Background: an optimization exercise with open tools, aiming at a short achievable clock period and few clock cycles per item. Do not read the settings as production practice.
Function was checked by simulation only, so behaviour that the tests miss may differ from the original.
The flow treats the clock pin as an ideal source, which a real chip does not have.
Power is estimated from default activity; no workload was simulated.

==> try-cedar <==
Design cache_source, start of the top module:
module cache_source(
clk,
rst,
PRead_request,
PWrite_request,
PRead_ready,
PWrite_done,
PWrite_data,
PRead_data,
PAddress,
MRead_request,
MWrite_request,
MRead_ready,
MWrite_done,
MWrite_data,
MRead_data,
MAddress
);
input clk;
input rst;
input PRead_request;
input PWrite_request;
input [7:0] PWrite_data;
input [7:0] PAddress;
output [7:0] PRead_data;
output PRead_ready;
output PWrite_done;
input MRead_ready;
input MWrite_done;
input [31:0] MRead_data;
output [7:0] MAddress;
output MRead_request;
output MWrite_request;
output [7:0] MWrite_data;
reg [31:0] blocks[7:0];
reg [2:0] tags[7:0];
reg [7:0] valid;
reg mrq, mwq, prr, pwd;
reg [7:0] prd, maddr, mwdata;
reg busy;
reg fill;       
reg wupd;       
reg whit;       
reg [7:0] line_q;    
reg [31:0] byte_q;   
reg [1:0] off_q;     
reg [31:0] mdata;    
reg [2:0] tag_q;
reg [7:0] fill_ln;
reg [31:0] wupd_b;
reg [7:0] wdata_q;
function [1023:0] sel_even(input [2047:0] v, input integer n);
    integer i;
    begin
        sel_even = 0;
        for (i = 0; i < n; i = i + 1)
            sel_even[8 * i +: 8] = v[16 * i +: 8];
    end
endfunction
function [1023:0] sel_odd(input [2047:0] v, input integer n);
    integer i;
    begin
        sel_odd = 0;
        for (i = 0; i < n; i = i + 1)
            sel_odd[8 * i +: 8] = v[16 * i + 8 +: 8];
    end
endfunction
wire idle = ~busy;
wire rd_answer = mrq & MRead_ready;
wire wr_answer = mwq & MWrite_done;
wire [3:0] lo_n;
wire [7:0] hi_n;
wire [4:0] a_n;
cs_inv5 u_inv(.a(PAddress[4:0]), .y(a_n));
cs_pdec u_pdec(.a(PAddress[4:0]), .a_n(a_n), .en(idle), .lo_n(lo_n), .hi_n(hi_n));
wire [23:0] tag_flat;
genvar g;
generate for (g = 0; g < 8; g = g + 1) begin : tf
    assign tag_flat[3 * g +: 3] = tags[g];
end endgenerate
wire [7:0] m_n;
  ...
==> module cache_source, before the edit <==
module cache_source(
clk,
rst,
PRead_request,
PWrite_request,
PRead_ready,
PWrite_done,
PWrite_data,
PRead_data,
PAddress,
MRead_request,
MWrite_request,
MRead_ready,
MWrite_done,
MWrite_data,
MRead_data,
MAddress
);
input clk;
input rst;
input PRead_request;
input PWrite_request;
input [7:0] PWrite_data;
input [7:0] PAddress;
output [7:0] PRead_data;
output PRead_ready;
output PWrite_done;
input MRead_ready;
input MWrite_done;
input [31:0] MRead_data;
output [7:0] MAddress;
output MRead_request;
output MWrite_request;
output [7:0] MWrite_data;
reg [31:0] blocks[7:0];
reg [2:0] tags[7:0];
reg [7:0] valid;
reg mrq, mwq, prr, pwd;
reg [7:0] prd, maddr, mwdata;
reg busy;
reg fill;       
reg wupd;       
reg whit;       
reg [7:0] line_q;    
reg [31:0] byte_q;   
reg [1:0] off_q;     
reg [31:0] mdata;    
reg [2:0] tag_q;
reg [7:0] fill_ln;
reg [31:0] wupd_b;
reg [7:0] wdata_q;
function [1023:0] sel_even(input [2047:0] v, input integer n);
    integer i;
    begin
        sel_even = 0;
        for (i = 0; i < n; i = i + 1)
            sel_even[8 * i +: 8] = v[16 * i +: 8];
    end
endfunction
function [1023:0] sel_odd(input [2047:0] v, input integer n);
    integer i;
    begin
        sel_odd = 0;
        for (i = 0; i < n; i = i + 1)
            sel_odd[8 * i +: 8] = v[16 * i + 8 +: 8];
    end
endfunction
wire idle = ~busy;
wire rd_answer = mrq & MRead_ready;
wire wr_answer = mwq & MWrite_done;
wire [3:0] lo_n;
wire [7:0] hi_n;
wire [4:0] a_n;
cs_inv5 u_inv(.a(PAddress[4:0]), .y(a_n));
cs_pdec u_pdec(.a(PAddress[4:0]), .a_n(a_n), .en(idle), .lo_n(lo_n), .hi_n(hi_n));
wire [23:0] tag_flat;
genvar g;
generate for (g = 0; g < 8; g = g + 1) begin : tf
    assign tag_flat[3 * g +: 3] = tags[g];
end endgenerate
wire [7:0] m_n;
cs_tageq u_tageq(.tags(tag_flat), .valid(valid), .t(PAddress[7:5]), .m_n(m_n));
wire hit, hit_n;
cs_hit u_hit(.hi_n(hi_n), .m_n(m_n), .hit(hit), .hit_n(hit_n));
wire mrq_d, prr_d;
cs_ctl u_ctl(.keep_r(~rst & mrq & ~MRead_ready), .new_r(~rst & idle & PRead_request), .hit_n(hit_n), .y(mrq_d));
cs_ctl u_ctl2(.keep_r(~rst & rd_answer), .new_r(~rst & PRead_request), .hit_n(hit), .y(prr_d));
wire [255:0] d;
genvar kk, bb;
generate for (kk = 0; kk < 32; kk = kk + 1) begin : dk
    for (bb = 0; bb < 8; bb = bb + 1) begin : db
        assign d[8 * kk + bb] = blocks[kk / 4][8 * (kk % 4) + bb];
    end
end endgenerate
wire [127:0] l1;
wire [63:0] l2;
wire [31:0] l3;
wire [15:0] l4;
wire [7:0] cbyte_n;
cs_mux2i #(.N(128)) u_l1(.a(sel_even(d, 32)), .b(sel_odd(d, 32)), .s(PAddress[0]), .y(l1));
cs_mux2i #(.N(64)) u_l2(.a(sel_even(l1, 16)), .b(sel_odd(l1, 16)), .s(PAddress[1]), .y(l2));
cs_mux2i #(.N(32)) u_l3(.a(sel_even(l2, 8)), .b(sel_odd(l2, 8)), .s(PAddress[2]), .y(l3));
cs_mux2i #(.N(16)) u_l4(.a(sel_even(l3, 4)), .b(sel_odd(l3, 4)), .s(PAddress[3]), .y(l4));
cs_mux2i #(.N(8)) u_l5(.a(l4[7:0]), .b(l4[15:8]), .s(PAddress[4]), .y(cbyte_n));
wire [7:0] mbyte = MRead_data[8 * off_q +: 8];
wire [7:0] prd_next;
cs_mux2i #(.N(8)) u_out(.a(cbyte_n), .b(~mbyte), .s(busy), .y(prd_next));
always @(posedge clk) begin
    if (rst) begin
        busy <= 1'b0;
        mwq <= 1'b0;
        pwd <= 1'b0;
        fill <= 1'b0;
        fill_ln <= 8'h00;
        wupd_b <= 32'h0;
        wupd <= 1'b0;
    end else begin
        busy <= idle ? (PRead_request | PWrite_request) : ~(prr | pwd);
        mwq <= mwq ? ~MWrite_done : idle & PWrite_request;
        pwd <= wr_answer;
        fill <= rd_answer;
        fill_ln <= {8{rd_answer}} & line_q;
        wupd_b <= {32{wr_answer & whit}} & byte_q;
        wupd <= wr_answer & whit;
    end
    mrq <= mrq_d;
    prr <= prr_d;
    whit <= hit | (whit & busy);
    if (idle) begin
        tag_q <= PAddress[7:5];
        wdata_q <= PWrite_data;
    end
    line_q <= 8'd1 << PAddress[4:2];
    byte_q <= 32'd1 << PAddress[4:0];
    off_q <= PAddress[1:0];
    mdata <= MRead_data;
    maddr <= {PAddress[7:2], PAddress[1:0] & {2{PWrite_request}}};
    mwdata <= PWrite_data;
    prd <= prd_next;
end
always @(posedge clk) begin
    if (rst)
        valid <= 8'h00;
    else if (fill)
        valid <= valid | line_q;
end
genvar i, b;
generate for (i = 0; i < 8; i = i + 1) begin : ln
    always @(posedge clk)
        if (fill_ln[i])
            tags[i] <= tag_q;
    for (b = 0; b < 4; b = b + 1) begin : by
        always @(posedge clk)
            if (fill_ln[i])
                blocks[i][8 * b +: 8] <= mdata[8 * b +: 8];
            else if (wupd_b[4 * i + b])
                blocks[i][8 * b +: 8] <= wdata_q;
    end
end endgenerate
assign PRead_ready = prr;
assign PWrite_done = pwd;
assign MRead_request = mrq;
assign MWrite_request = mwq;
assign MWrite_data = mwdata;
assign MAddress = maddr;
assign PRead_data = prd;
endmodule
export LEC_CHECK = 0
export ABC_CLOCK_PERIOD_IN_PS = 1000
export CAP_MARGIN = 20
export CORE_MARGIN = 2
export CORE_UTILIZATION = 40
export SETUP_SLACK_MARGIN = 4.5
export SLEW_MARGIN = 20
export SYNTH_HIERARCHICAL = 1
export SYNTH_MINIMUM_KEEP_SIZE = 0
export TNS_END_PERCENT = 100
create_clock -name core_clock -period 5.0 [get_ports {clk}]
standard.sh (not shown) runs the stock make flow with config.mk's settings and CLKGATE_MAP_FILE= SYNTH_SCRIPT=/design/flow/synth_recipe.tcl, a recipe that flattens the netlist after the stock synthesis.
==> flow/flow/run.sh <==
#!/bin/bash
# The standard layout, with two hooks: port buffers made strong after the
# resize step, and after CTS the clock root buffer dropped and timing repaired
# again (see the .tcl files beside this script).
HERE=$(pwd)
export POST_RESIZE_TCL=$HERE/flow/post_resize.tcl
export POST_CTS_TCL=$HERE/flow/post_cts.tcl
bash standard.sh > standard.log 2>&1
status=$?
tail -n 20 standard.log
exit $status
==> flow/flow/post_cts.tcl <==
set block [ord::get_db_block]
set clknet [[$block findBTerm clk] getNet]
set loads [$clknet getITerms]
if {[llength $loads] == 1} {
  set root [[lindex $loads 0] getInst]
  set onet [[$root findITerm X] getNet]
  set sinks {}
  foreach it [$onet getITerms] { if {[$it getInst] != $root} { lappend sinks $it } }
  if {[llength $sinks] <= 4} {
    puts "Removing clock root [$root getName] with [llength $sinks] loads"
    foreach it $sinks { $it disconnect; $it connect $clknet }
    odb::dbInst_destroy $root
    odb::dbNet_destroy $onet
  }
}
# More setup repair passes than the flow's one.
estimate_parasitics -placement
for {set i 0} {$i < 3} {incr i} {
  repair_timing -setup -setup_margin $::env(SETUP_SLACK_MARGIN) -repair_tns 100 -verbose
  estimate_parasitics -placement
}
detailed_placement
estimate_parasitics -placement
report_worst_slack -max
==> flow/flow/post_resize.tcl <==
# Port buffers: strong cells (the resizer leaves some as delay cells).
foreach inst [get_cells -quiet {input* output*}] {
  set m [get_property [get_lib_cells -of_objects $inst] name]
  if {![string match "sky130_fd_sc_hd__*buf*" $m] && ![string match "sky130_fd_sc_hd__dly*" $m]} { continue }
  set want [expr {[string match "input*" [get_name $inst]] ? "sky130_fd_sc_hd__buf_12" : "sky130_fd_sc_hd__buf_6"}]
  if {$m ne $want} { replace_cell $inst $want }
}
==> try-indigo (differences from try-cedar) <==
--- a/flow/design.v
+++ b/flow/design.v
@@ -48,3 +48,3 @@
 reg [31:0] mdata;    
-reg [2:0] tag_q;
+reg [7:0] addr_q;   
 reg [7:0] fill_ln;
@@ -130,8 +130,8 @@
     if (idle) begin
-        tag_q <= PAddress[7:5];
+        addr_q <= PAddress;
         wdata_q <= PWrite_data;
     end
-    line_q <= 8'd1 << PAddress[4:2];
-    byte_q <= 32'd1 << PAddress[4:0];
-    off_q <= PAddress[1:0];
+    line_q <= 8'd1 << addr_q[4:2];
+    byte_q <= 32'd1 << addr_q[4:0];
+    off_q <= addr_q[1:0];
     mdata <= MRead_data;
@@ -151,3 +151,3 @@
         if (fill_ln[i])
-            tags[i] <= tag_q;
+            tags[i] <= addr_q[7:5];
     for (b = 0; b < 4; b = b + 1) begin : by
==> flow/run.sh (new file) <==
#!/bin/bash
# synth_recipe.tcl (not shown) runs the flow's synth.tcl, then flattens the netlist and writes it again
# the make line also repeats each setting of config.mk as NAME=value (left out here)
make -C /OpenROAD-flow-scripts/flow DESIGN_CONFIG=/design/flow/config.mk WORK_HOME=/design/flow/orfs CLKGATE_MAP_FILE= SYNTH_SCRIPT=/design/flow/synth_recipe.tcl finish
--- a/flow/config.mk
+++ b/flow/config.mk
@@ -11,3 +11,3 @@
 export CORE_UTILIZATION = 40
-export SETUP_SLACK_MARGIN = 4.5
+export SETUP_SLACK_MARGIN = 3
 export SLEW_MARGIN = 20
removed: flow/flow/run.sh
removed: flow/flow/post_cts.tcl
removed: flow/flow/post_resize.tcl
removed: flow/standard.sh
==> try-nickel (differences from try-cedar) <==
--- a/flow/design.v
+++ b/flow/design.v
@@ -48,3 +48,3 @@
 reg [31:0] mdata;    
-reg [2:0] tag_q;
+reg [7:0] addr_q;   
 reg [7:0] fill_ln;
@@ -130,8 +130,8 @@
     if (idle) begin
-        tag_q <= PAddress[7:5];
+        addr_q <= PAddress;
         wdata_q <= PWrite_data;
     end
-    line_q <= 8'd1 << PAddress[4:2];
-    byte_q <= 32'd1 << PAddress[4:0];
-    off_q <= PAddress[1:0];
+    line_q <= 8'd1 << addr_q[4:2];
+    byte_q <= 32'd1 << addr_q[4:0];
+    off_q <= addr_q[1:0];
     mdata <= MRead_data;
@@ -151,3 +151,3 @@
         if (fill_ln[i])
-            tags[i] <= tag_q;
+            tags[i] <= addr_q[7:5];
     for (b = 0; b < 4; b = b + 1) begin : by
--- a/flow/flow/run.sh
+++ b/flow/flow/run.sh
@@ -2,3 +2,3 @@
 # The standard layout, with two hooks: port buffers made strong after the
-# resize step, and after CTS the clock root buffer dropped and timing repaired
+# resize step, and after CTS timing repaired
 # again (see the .tcl files beside this script).
==> flow/flow/post_cts.tcl (replaced) <==
# More setup repair passes than the flow's one.
estimate_parasitics -placement
for {set i 0} {$i < 3} {incr i} {
  repair_timing -setup -setup_margin $::env(SETUP_SLACK_MARGIN) -repair_tns 100 -verbose
  estimate_parasitics -placement
}
detailed_placement
estimate_parasitics -placement
report_worst_slack -max
--- a/flow/config.mk
+++ b/flow/config.mk
@@ -10,4 +10,5 @@
 export CORE_MARGIN = 2
-export CORE_UTILIZATION = 40
-export SETUP_SLACK_MARGIN = 4.5
+export CORE_UTILIZATION = 65
+export PLACE_DENSITY = 0.75
+export SETUP_SLACK_MARGIN = 3
 export SLEW_MARGIN = 20
==> try-juniper (differences from try-cedar) <==
==> flow/run.sh (new file) <==
#!/bin/bash
# synth_recipe.tcl (not shown) runs the flow's synth.tcl, then flattens the netlist and writes it again
# the make line also repeats each setting of config.mk as NAME=value (left out here)
make -C /OpenROAD-flow-scripts/flow DESIGN_CONFIG=/design/flow/config.mk WORK_HOME=/design/flow/orfs CLKGATE_MAP_FILE= SYNTH_SCRIPT=/design/flow/synth_recipe.tcl finish
--- a/flow/config.mk
+++ b/flow/config.mk
@@ -11,3 +11,3 @@
 export CORE_UTILIZATION = 40
-export SETUP_SLACK_MARGIN = 4.5
+export SETUP_SLACK_MARGIN = 3
 export SLEW_MARGIN = 20
removed: flow/flow/run.sh
removed: flow/flow/post_cts.tcl
removed: flow/flow/post_resize.tcl
removed: flow/standard.sh
==> run notes <==
| item | try-nickel | try-cedar | try-indigo | try-juniper |
|---|---|---|---|---|
| Gp weighted congestion | 0.843 | 0.809 | 0.801 | 0.790 |
| Clock Pin Slew Worst Setup and Hold Paths | 60 ps | 70 ps | 70 ps | 70 ps |
| Total internal power | 6.27 mW | 6.37 mW | 6.53 mW | 6.25 mW |
| Number of nets in the layout | 1,728 | 1,885 | 1,723 | 1,720 |
| PD cells | 366 nW/um^2 | 297 nW/um^2 | 384 nW/um^2 | 370 nW/um^2 |
| Area share of buffers outside the clock network | 8.62% | 18.2% | 5.37% | 5.96% |
| DRC marker count from the first detailed-route iteration | 1,452 | 1,226 | 957 | 1,326 |
| Critical path launch point | busy$_SDFF_PP0_ | PAddress[0] | prd[7]$_DFF_P_ | prd[3]$_DFF_P_ |
| GR Layer Usage met3 | 6.44% | 7.51% | 3.44% | 4.87% |
| Top Metal Used | met4 | met5 | met4 | met4 |
| Buffers from clock root to sink, at most | - | - | 3 | 3 |
| Worst skew pair latency | 560 ps | 390 ps | 590 ps | 570 ps |
| Number of global-route vias before repair | 12,300 | 14,300 | 11,600 | 11,400 |
| Status | finished clean | finished clean | finished clean | finished clean |
| Combinational-cell power consumption | 0.605 mW | 0.886 mW | 0.526 mW | 0.539 mW |
| Highest cell delay on the worst timing path | 440 ps | 290 ps | 360 ps | 360 ps |
| WHS Endpoint | wupd_b[16]$_SDFF_PP0_ | wupd_b[19]$_SDFF_PP0_ | wupd_b[13]$_SDFF_PP0_ | wupd_b[20]$_SDFF_PP0_ |
| Area added between synthesis and finish | 15.5% | 46.3% | 14.5% | 14.2% |
| Multi-input combinational cell count | 1,047 | 1,052 | 1,048 | 1,049 |
Testbench counts of try-cedar, summed over its fixed seeds: cycles 103,715, items 24,000.
Testbench counts of try-indigo, summed over its fixed seeds: cycles 103,715, items 24,000.
Testbench counts of try-nickel, summed over its fixed seeds: cycles 103,715, items 24,000.
Testbench counts of try-juniper, summed over its fixed seeds: cycles 103,715, items 24,000.

afterwards: timing with drivers on the ports:
No port has a modelled driver above. Below, the same layouts with a new extraction and two added sets of constraints.
Step 1 sets driving cells, clkbuf_16 on the clock port and buf_2 on the other inputs (assumed; they add their load-dependent delay and slew).
Step 2 adds t to the input delays and takes it off the output delays; t is the mean of the earliest and latest rising clock arrival at the registers after step 1. Input paths then give back, and output paths get back, about the clock's delay inside the block.
a / b / c = ideal / step 1 / step 2; a / b = the first two.
| run | t, ns | setup slack, ns | clock arrival spread, ns |
|---|---|---|---|
| try-cedar | 0.500 | 2.882 / 2.661 / 2.161 | 0.027 / 0.028 |
| try-indigo | 0.641 | 2.936 / 2.875 / 2.264 | 0.017 / 0.017 |
| try-nickel | 0.601 | 2.962 / 2.771 / 2.169 | 0.023 / 0.023 |
| try-juniper | 0.616 | 2.943 / 2.826 / 2.210 | 0.020 / 0.020 |
After both steps setup and hold are still met in every run listed. For try-nickel, which loses most, drivers alone change the setup slack by -0.191 ns; drivers and shift together by -0.793 ns.
